Context: an optimization exercise on an open-source flow, tuned for small area, a short achievable clock period and few clock cycles. The choices shown serve that exercise and are no tape-out recipe. No activity file was given, so power comes from the tool's default toggle rates.

==> v26 <==
==> flow/design.v (excerpt) <==
module MatrixMultUnit(
  input  wire reset_n,
  input  wire clk,
  input  wire dut_valid,
  output wire dut_ready,
  output wire        dut__tb__sram_input_write_enable,
  output wire [15:0] dut__tb__sram_input_write_address,
  output wire [31:0] dut__tb__sram_input_write_data,
  output wire [15:0] dut__tb__sram_input_read_address,
  input  wire [31:0] tb__dut__sram_input_read_data,
  output wire        dut__tb__sram_weight_write_enable,
  output wire [15:0] dut__tb__sram_weight_write_address,
  output wire [31:0] dut__tb__sram_weight_write_data,
  output wire [15:0] dut__tb__sram_weight_read_address,
  input  wire [31:0] tb__dut__sram_weight_read_data,
  output wire        dut__tb__sram_result_write_enable,
  output wire [15:0] dut__tb__sram_result_write_address,
  output wire [31:0] dut__tb__sram_result_write_data,
  output wire [15:0] dut__tb__sram_result_read_address,
  input  wire [31:0] tb__dut__sram_result_read_data,
  output wire        dut__tb__sram_scratchpad_write_enable,
  output wire [15:0] dut__tb__sram_scratchpad_write_address,
  output wire [31:0] dut__tb__sram_scratchpad_write_data,
  output wire [15:0] dut__tb__sram_scratchpad_read_address,
  input  wire [31:0] tb__dut__sram_scratchpad_read_data
);
==> flow/config.mk <==
export PLATFORM = sky130hd
export DESIGN_NAME = MatrixMultUnit
export DESIGN_NICKNAME = MatrixMultUnit
export VERILOG_FILES = /design/flow/design.v
export SDC_FILE = /design/flow/constraint.sdc
export NUM_CORES = 4
export LEC_CHECK = 0
export ABC_CLOCK_PERIOD_IN_PS = 3000
export CAP_MARGIN = 20
export CORE_MARGIN = 2
export CORE_UTILIZATION = 65
export SLEW_MARGIN = 20
export SYNTH_HIERARCHICAL = 1
==> flow/constraint.sdc <==
create_clock -name core_clock -period 10.0 [get_ports {clk}]
set_input_delay 2.0000 -clock core_clock [delete_from_list [all_inputs] [get_ports {clk}]]
set_output_delay 2.0000 -clock core_clock [all_outputs]
set_load 0.01 [all_outputs]
standard.sh (not shown) runs the stock make flow with config.mk's settings and CLKGATE_MAP_FILE= SYNTH_SCRIPT=/design/flow/synth_recipe.tcl, a recipe that flattens the netlist after the stock synthesis.
==> flow/flow/run.sh <==
#!/bin/bash
# The standard layout (standard synthesis included), with timing repair
# aiming at 6.85 ns of setup slack instead of 0.
set -euo pipefail
bash standard.sh SETUP_SLACK_MARGIN=6.85 finish > standard_flow.log 2>&1
==> v20: changes against v26 <==
--- a/flow/design.v
+++ b/flow/design.v
@@ -164,18 +164,17 @@
     end
     default: begin
       a_addr <= a_base;
       b_addr <= b_base;
     end
   endcase
 end
 always @(posedge clk) begin
-  if (state == S_LOAD2) nd <= 9'd0;
-  else if (state == S_RUN && lt && lj && phase == P_QKV && m == 2'd0) nd <= nd + {4'd0, d_r};
+  nd <= n_r * d_r;
   if (state == S_RUN) dcnt <= 3'd4;
   else dcnt <= dcnt - 3'd1;
 end
 reg        src1;
 reg        first1, first2, first3;
 reg        last1, last2, last3, last4, we;
 reg [31:0] op_a, op_b;
 wire [31:0] acc;
==> flow/flow/run.sh (replaced) <==
#!/bin/bash
# The standard layout (standard synthesis included), with timing repair
# aiming at 7.0 ns of setup slack instead of 0.
set -euo pipefail
bash standard.sh SETUP_SLACK_MARGIN=7.0 finish > standard_flow.log 2>&1
==> flow/config.mk (replaced) <==
export PLATFORM = sky130hd
export DESIGN_NAME = MatrixMultUnit
export DESIGN_NICKNAME = MatrixMultUnit
export VERILOG_FILES = /design/flow/design.v
export SDC_FILE = /design/flow/constraint.sdc
export NUM_CORES = 4
export LEC_CHECK = 0
export ABC_CLOCK_PERIOD_IN_PS = 3000
export CAP_MARGIN = 20
export CORE_MARGIN = 2
export CORE_UTILIZATION = 40
export CTS_CLUSTER_DIAMETER = 60
export CTS_CLUSTER_SIZE = 25
export SLEW_MARGIN = 20
export SYNTH_HIERARCHICAL = 1
==> v25: changes against v26 <==
--- a/flow/design.v
+++ b/flow/design.v
@@ -164,18 +164,17 @@
     end
     default: begin
       a_addr <= a_base;
       b_addr <= b_base;
     end
   endcase
 end
 always @(posedge clk) begin
-  if (state == S_LOAD2) nd <= 9'd0;
-  else if (state == S_RUN && lt && lj && phase == P_QKV && m == 2'd0) nd <= nd + {4'd0, d_r};
+  nd <= n_r * d_r;
   if (state == S_RUN) dcnt <= 3'd4;
   else dcnt <= dcnt - 3'd1;
 end
 reg        src1;
 reg        first1, first2, first3;
 reg        last1, last2, last3, last4, we;
 reg [31:0] op_a, op_b;
 wire [31:0] acc;
==> flow/config.mk (replaced) <==
export PLATFORM = sky130hd
export DESIGN_NAME = MatrixMultUnit
export DESIGN_NICKNAME = MatrixMultUnit
export VERILOG_FILES = /design/flow/design.v
export SDC_FILE = /design/flow/constraint.sdc
export NUM_CORES = 4
export LEC_CHECK = 0
export ABC_CLOCK_PERIOD_IN_PS = 3000
export CAP_MARGIN = 20
export CORE_MARGIN = 2
export CORE_UTILIZATION = 70
export PLACE_DENSITY = 0.8
export SLEW_MARGIN = 20
export SYNTH_HIERARCHICAL = 1
==> v11: changes against v26 <==
--- a/flow/design.v
+++ b/flow/design.v
@@ -164,18 +164,17 @@
     end
     default: begin
       a_addr <= a_base;
       b_addr <= b_base;
     end
   endcase
 end
 always @(posedge clk) begin
-  if (state == S_LOAD2) nd <= 9'd0;
-  else if (state == S_RUN && lt && lj && phase == P_QKV && m == 2'd0) nd <= nd + {4'd0, d_r};
+  nd <= n_r * d_r;
   if (state == S_RUN) dcnt <= 3'd4;
   else dcnt <= dcnt - 3'd1;
 end
 reg        src1;
 reg        first1, first2, first3;
 reg        last1, last2, last3, last4, we;
 reg [31:0] op_a, op_b;
 wire [31:0] acc;
==> flow/flow/run.sh (replaced) <==
#!/bin/bash
# The standard layout (standard synthesis included), with timing repair
# aiming at 7.0 ns of setup slack instead of 0, and buf_2 as the port buffer.
set -euo pipefail
bash standard.sh SETUP_SLACK_MARGIN=7.0 "BUFFER_PORTS_ARGS=-buffer_cell sky130_fd_sc_hd__buf_2" finish > standard_flow.log 2>&1
==> flow/config.mk (replaced) <==
export PLATFORM = sky130hd
export DESIGN_NAME = MatrixMultUnit
export DESIGN_NICKNAME = MatrixMultUnit
export VERILOG_FILES = /design/flow/design.v
export SDC_FILE = /design/flow/constraint.sdc
export NUM_CORES = 4
export LEC_CHECK = 0
export ABC_CLOCK_PERIOD_IN_PS = 3000
export CAP_MARGIN = 20
export CORE_MARGIN = 2
export CORE_UTILIZATION = 40
export CTS_CLUSTER_DIAMETER = 60
export CTS_CLUSTER_SIZE = 25
export SLEW_MARGIN = 20
export SYNTH_HIERARCHICAL = 1
==> qor summary <==
Mux cell area share after synthesis: v20 0.02735; v26 0.02943; v25 0.02735; v11 0.02735
Area occupied by multi-input gates: v20 19990 um2; v26 19430 um2; v25 19910 um2; v11 20040 um2
Achievable frequency: v20 313.7 MHz; v26 309.7 MHz; v25 305.9 MHz; v11 311.6 MHz
Met1 track demand over resource in global routing: v20 0.2898; v26 0.4461; v25 0.4856; v11 0.2892
Mapped Area: v20 32530 um2; v26 31970 um2; v25 32530 um2; v11 32530 um2
Setup Buffers After CTS: v20 55; v26 31; v25 46; v11 60
Final Instance Area: v20 38200 um2; v26 35910 um2; v25 36450 um2; v11 37990 um2
Buffers excl. clock: v20 374; v26 338; v25 353; v11 395
Maximum fanout count along the critical path: v20 2; v26 2; v25 3; v11 3
Count of distinct cell types in the synthesized netlist: v20 93; v26 91; v25 93; v11 93
Combinational Power: v20 8.57 mW; v26 5.55 mW; v25 8.70 mW; v11 8.66 mW
Critical path arrival: v20 1190 ps; v26 1230 ps; v25 1270 ps; v11 1210 ps
Total power: v20 14.07 mW; v26 10.51 mW; v25 14.26 mW; v11 14.24 mW
Amount of wire on met3 after detailed routing: v20 6.948 mm; v26 8.864 mm; v25 11.97 mm; v11 6.705 mm
Outcome: v20 finished clean; v26 finished clean; v25 finished clean; v11 finished clean
No run of this note included a check of the RTL's function; only the layout flow was run.

[separate check: timing with driven ports]
How much do the figures lean on ideal ports? The routed layouts below were timed once more, with nothing changed but the port constraints.
Step 1 sets driving cells, clkbuf_16 on the clock port and buf_2 on the other inputs (assumed; they add their load-dependent delay and slew).
Step 2, shift: input delay + t, output delay - t, t = (earliest + latest rising clock arrival at the registers) / 2. This alone moves slack from input paths to output paths.
a / b / c = ideal ports / drivers / drivers and shift; a / b = the first two.
run | t, ns | setup slack, ns | hold slack, ns
v26 | 0.670 | 6.771 / 6.710 / 6.807 | 0.326 / 0.326 / 0.326
v20 | 0.672 | 6.812 / 6.751 / 6.604 | 0.328 / 0.328 / 0.328
v25 | 0.664 | 6.731 / 6.671 / 6.565 | 0.329 / 0.329 / 0.329
v11 | 0.683 | 6.791 / 6.721 / 6.940 | 0.333 / 0.333 / 0.333
After both steps every run listed still meets setup and hold. The setup slack of v20, which loses most, moves by -0.061 ns with the drivers and by -0.208 ns with both steps.
